Context: an optimization exercise on an open-source flow, tuned for small area. The choices shown serve that exercise and are no tape-out recipe.
In this exercise RTL edits were held to simulation tests only and were not proved equivalent to the original.
Power figures rest on the tool's default switching activity, not on a simulated workload. The flow treats the clock pin as an ideal source, which a real chip does not have.

Design DIV, start of the top module:
module DIV(
    input  wire        clk,
    input  wire        reset,
    input  wire        flush,
    input  wire        CE_in,
    input  wire        ex_valid_ns,
    input  wire        wb_allin,
    input  wire [31:0] dividend_in,
    input  wire [31:0] divisor_in,
    input  wire [5:0]  is_op,
    output reg  [31:0] quotient_out,
    output reg  [31:0] remainder_out,
    output reg         CE_out
);
For scale: roughly 4,200 cells after synthesis, about 1,400 flip-flops, ~140 I/O pins, ~0.052 sq mm of cells after synthesis.
export LEC_CHECK = 0
export CAP_MARGIN = 20
export CORE_MARGIN = 2
export CORE_UTILIZATION = 60
export CTS_BUF_LIST = sky130_fd_sc_hd__clkbuf_16
export CTS_CLUSTER_DIAMETER = 190
export CTS_CLUSTER_SIZE = 32
export SLEW_MARGIN = 20
export SYNTH_HIERARCHICAL = 1
create_clock -name core_clock -period 12.0 [get_ports {clk}]
standard.sh (not shown) runs the stock make flow with config.mk's settings and CLKGATE_MAP_FILE= SYNTH_SCRIPT=/design/flow/synth_recipe.tcl, a recipe that flattens the netlist after the stock synthesis.
==> flow/flow/run.sh <==
#!/bin/bash
# Standard layout, with the port buffers made from the smallest buffer cell.
set -e
cp standard.sh standard.sh.txt
export BUFFER_PORTS_ARGS="-buffer_cell sky130_fd_sc_hd__buf_1"
bash standard.sh > standard.log 2>&1
Next try:
Settings changed: CORE_UTILIZATION 60 to 50.
Synthesized area is unchanged.
Sequential cell count is unchanged.
Routed wire length went up by 4.2%.
Non-clock buffer count went down by 11.
Sequential power barely changes.
Power stays flat.
Register-to-register slack gets worse by 120 ps.


== S ==
DIV, a different RTL version from the one above (not shown whole).
Size in the first run: ~5900 cells after synthesis, ~1400 flip-flops.
==> flow/design.v (excerpt) <==
module DIV(
    input  wire        clk,
    input  wire        reset,
    input  wire        flush,
    input  wire        CE_in,
    input  wire        ex_valid_ns,
    input  wire        wb_allin,
    input  wire [31:0] dividend_in,
    input  wire [31:0] divisor_in,
    input  wire [5:0]  is_op,
    output reg  [31:0] quotient_out,
    output reg  [31:0] remainder_out,
    output reg         CE_out
);
    wire clr = ~reset | flush;
    wire hs  = ex_valid_ns & wb_allin;
    reg [4:0] age;
    always @(posedge clk)
        if (clr) age <= 5'd0;
        else if (!age[4]) age <= age + 5'd1;
    reg [16:1] ce_d;
    always @(posedge clk) begin
        if (clr) begin
            ce_d <= 16'd0;
            CE_out <= 1'b0;
        end else begin
            ce_d[1] <= CE_in;
            ce_d[16:2] <= hs ? 15'd0 : ce_d[15:1];
            CE_out <= hs ? 1'b0 : ce_d[16];
        end
    end
    wire sgn = (is_op == 6'h0a);
    wire nn  = sgn & dividend_in[31];
  ...
==> flow/config.mk <==
export PLATFORM = sky130hd
export DESIGN_NAME = DIV
export DESIGN_NICKNAME = DIV
export VERILOG_FILES = /design/flow/design.v
export SDC_FILE = /design/flow/constraint.sdc
export NUM_CORES = 4
export LEC_CHECK = 0
export CAP_MARGIN = 20
export CORE_MARGIN = 2
export CORE_UTILIZATION = 60
export CTS_BUF_LIST = sky130_fd_sc_hd__clkbuf_4
export CTS_CLUSTER_SIZE = 30
export SLEW_MARGIN = 20
==> flow/constraint.sdc <==
create_clock -name core_clock -period 12.0 [get_ports {clk}]
set_input_delay 2.4000 -clock core_clock [delete_from_list [all_inputs] [get_ports {clk}]]
set_output_delay 2.4000 -clock core_clock [all_outputs]
set_load 0.01 [all_outputs]
run.sh (not shown) runs the stock make flow with config.mk's settings and CLKGATE_MAP_FILE= SYNTH_SCRIPT=/design/flow/synth_recipe.tcl, a recipe that flattens the netlist after the stock synthesis.
Stock flow here: none of the scripts above is used.
S ran to completion and came out clean on the timing, DRC and antenna checks.
--- input diff S..Q ---
# S
export LEC_CHECK = 0
export CAP_MARGIN = 20
export CORE_MARGIN = 2
export CORE_UTILIZATION = 60
export CTS_BUF_LIST = sky130_fd_sc_hd__clkbuf_4
export CTS_CLUSTER_SIZE = 30
export SLEW_MARGIN = 20
create_clock -name core_clock -period 12.0 [get_ports {clk}]
# Q
export LEC_CHECK = 0
export CAP_MARGIN = 20
export CORE_MARGIN = 2
export CORE_UTILIZATION = 40
export SLEW_MARGIN = 20
create_clock -name core_clock -period 12.0 [get_ports {clk}]
Notes after the runs:
- Compared with S, in Q non-clock buffer count in the final layout moved up; shortest clock period the worst path allows after layout moved down.
- Tap cell count | Q above S
- On floorplan die area, Q does worse than S.
- The total chip power number comes out lower for S vs Q.

[static timing again, ports no longer ideal]
Ports are ideal in the flow. The routed layouts listed here were re-timed in OpenROAD. Step 1 (the two cells are an assumption about what drives the block):
set clk [get_ports {clk}]
set_driving_cell -lib_cell sky130_fd_sc_hd__clkbuf_16 $clk
set_driving_cell -lib_cell sky130_fd_sc_hd__buf_2 [delete_from_list [all_inputs] $clk]
Step 2 adds t to the input delays and takes it off the output delays; t is the mean of the earliest and latest rising clock arrival at the registers after step 1. Input paths then give back, and output paths get back, about the clock's delay inside the block. Slacks: ideal ports / drivers / drivers and shift; pairs: ideal ports / drivers.
run	shift t [ns]	setup WS [ns]	worst hold slack (ns)	latest minus earliest clock arrival (ns)
the first run of note 1	0.705	0.856 / 0.856 / 0.856	0.317 / 0.317 / 0.317	0.049 / 0.049
the second run of note 1	0.738	0.739 / 0.739 / 0.739	0.309 / 0.309 / 0.309	0.044 / 0.044
S	1.166	3.654 / 3.654 / 3.654	0.283 / 0.283 / 0.283	0.143 / 0.144
Q	0.836	4.350 / 4.350 / 4.350	0.294 / 0.294 / 0.294	0.060 / 0.060
After both steps setup and hold are still met in every run listed.
